This design comes from an exercise in tuning for small area, a short achievable clock period and few clock cycles on the open sky130 flow, not from production work.
At most, simulation tests tie the RTL to the original design; equivalence was not proved.
Power figures rest on the tool's default switching activity, not on a simulated workload.

==> flow/design.v (excerpt) <==
module process(
	input clk,
	input rst,
	input [23:0] in_pix,
	output reg [5:0] row, col,
	output reg out_we,
	output reg [23:0] out_pix,
	output reg mirror_done,
	output reg gray_done,
	output reg filter_done);
==> flow/config.mk <==
export PLATFORM = sky130hd
export DESIGN_NAME = process
export DESIGN_NICKNAME = process
export VERILOG_FILES = /design/flow/design.v
export SDC_FILE = /design/flow/constraint.sdc
export NUM_CORES = 4
export LEC_CHECK = 0
export CAP_MARGIN = 20
export CORE_MARGIN = 2
export CORE_UTILIZATION = 50
export PLACE_DENSITY = 0.75
export SETUP_SLACK_MARGIN = 4.1
export SLEW_MARGIN = 20
==> flow/constraint.sdc <==
create_clock -name core_clock -period 7.0 [get_ports {clk}]
set_input_delay 1.4000 -clock core_clock [delete_from_list [all_inputs] [get_ports {clk}]]
set_output_delay 1.4000 -clock core_clock [all_outputs]
set_load 0.01 [all_outputs]
standard.sh (not shown) runs the stock make flow with config.mk's settings and CLKGATE_MAP_FILE= SYNTH_SCRIPT=/design/flow/synth_recipe.tcl, a recipe that flattens the netlist after the stock synthesis.
==> flow/flow/run.sh <==
#!/bin/bash
# The standard layout (the standard.sh, standard synthesis unchanged),
# except that the port buffers are sky130_fd_sc_hd__buf_2 cells.
# make's full output goes to make.log in the work folder; ORFS keeps each
# step's own log under orfs/logs.
set -euo pipefail
bash standard.sh "BUFFER_PORTS_ARGS=-buffer_cell sky130_fd_sc_hd__buf_2" finish > make.log 2>&1
Testbench counts at the start, summed over its fixed seeds: cycles 363,584.
Then changed:
--- a/flow/config.mk
+++ b/flow/config.mk
@@ -8,6 +8,6 @@
 export CAP_MARGIN = 20
 export CORE_MARGIN = 2
-export CORE_UTILIZATION = 50
-export PLACE_DENSITY = 0.75
+export CORE_UTILIZATION = 45
+export PLACE_DENSITY = 0.6
 export SETUP_SLACK_MARGIN = 4.1
 export SLEW_MARGIN = 20
Effect: The new run finished with timing, DRC and antenna clean; routed wire length is higher by 1.9%; sequential cell count does not change; sequential share of layout area increases by 0.10 points; worst setup slack improves by 71 ps; area after synthesis stays the same; utilization went down by 6.2 points; sequential power is about the same.

job 2012:
Another version of the RTL of process (not shown whole).
Size: roughly 1100 cells after synthesis, roughly 110 flip-flops, roughly 66 I/O pins, about 9700 um^2 of cells after synthesis.
// process
module process(
	input clk,
	input rst,
	input [23:0] in_pix,
	output reg [5:0] row, col,
	output reg out_we,
	output reg [23:0] out_pix,
	output reg mirror_done,
	output reg gray_done,
	output reg filter_done);
Settings: LEC_CHECK=0, ABC_CLOCK_PERIOD_IN_PS=2500, CAP_MARGIN=20, CORE_MARGIN=2, CORE_UTILIZATION=45, PLACE_DENSITY=0.6, SETUP_SLACK_MARGIN=4.3, SLEW_MARGIN=20; clock period 7.0 ns.
run.sh (not shown) runs the stock make flow with config.mk's settings and CLKGATE_MAP_FILE= SYNTH_SCRIPT=/design/flow/synth_recipe.tcl, a recipe that flattens the netlist after the stock synthesis.
Stock flow here: none of the scripts above is used.
Changes in job 7853 relative to job 2012:
Settings: SETUP_SLACK_MARGIN: 4.3 -> unset.
Notes after the runs:
Worst-case headroom to the max-slew limit delta for job 7853 relative to job 2012: 5.9 points lower
Between job 7853 and job 2012, it is job 7853 whose first-pass GRT wire length is lower, by about 16%.
Job 2012 vs job 7853, cell type of the slowest stage on the worst timing path: fa_2 vs fa_1
Lower routing usage on met3 among job 7853 and job 2012: job 7853
Changes observed in job 7853 relative to job 2012: setup slack of the worst register-to-register path went down 0.83 ns, number of buffers on the longest clock path held.
Here is what was changed in the inputs of job 4262 compared with job 7853.
Settings: clearing ABC_CLOCK_PERIOD_IN_PS, which used to be 2500.
--- outcome ---
The sequential power was comparable across job 7853 and job 4262. Job 4262 against job 7853: final core utilization has remained practically unchanged; net count of the mapped netlist stayed essentially flat; total length of routed wires was more or less identical; met1 routing resource usage after global routing was more or less identical. Diff job 4262..job 7853 | finished layout cell area | unchanged. [compare] base=job 7853 new=job 4262: pin count of the biggest net entering global routing comparable; non-clock buffer count held; clock period minus worst slack held. Setup slack after layout: job 4262 vs job 7853 identical.
No functional check of the RTL was part of any run of this note.

-- what the ideal ports hide --
In the flow no input, the clock included, has a driving cell. The finished layouts below were timed again as built, in two steps. Step 1: set_driving_cell puts a clkbuf_16 on clk and a buf_2 on each other input, an assumption about the parent block. Step 2 times the ports against the registers' clock, not the clock port: input delays grow and output delays shrink by t, the midpoint of the rising clock arrivals with the driver on. a / b / c = ideal ports / drivers / drivers and shift; a / b = the first two.
run	t (ns)	setup slack, ns	worst register clock-pin slew, ns	cell pins on the clock port's net
the first run of note 1	0.473	4.065 / 4.065 / 3.833	0.06 / 0.06	1
the second run of note 1	0.472	4.136 / 4.136 / 3.874	0.07 / 0.07	1
job 2012	0.474	1.586 / 1.586 / 1.586	0.06 / 0.06	1
job 7853	0.471	0.754 / 0.754 / 0.754	0.06 / 0.06	1
job 4262	0.471	0.754 / 0.754 / 0.754	0.06 / 0.06	1
After both steps every run listed still meets setup and hold. For the second run of note 1, which loses most, drivers alone change the setup slack by 0.000 ns; drivers and shift together by -0.262 ns.
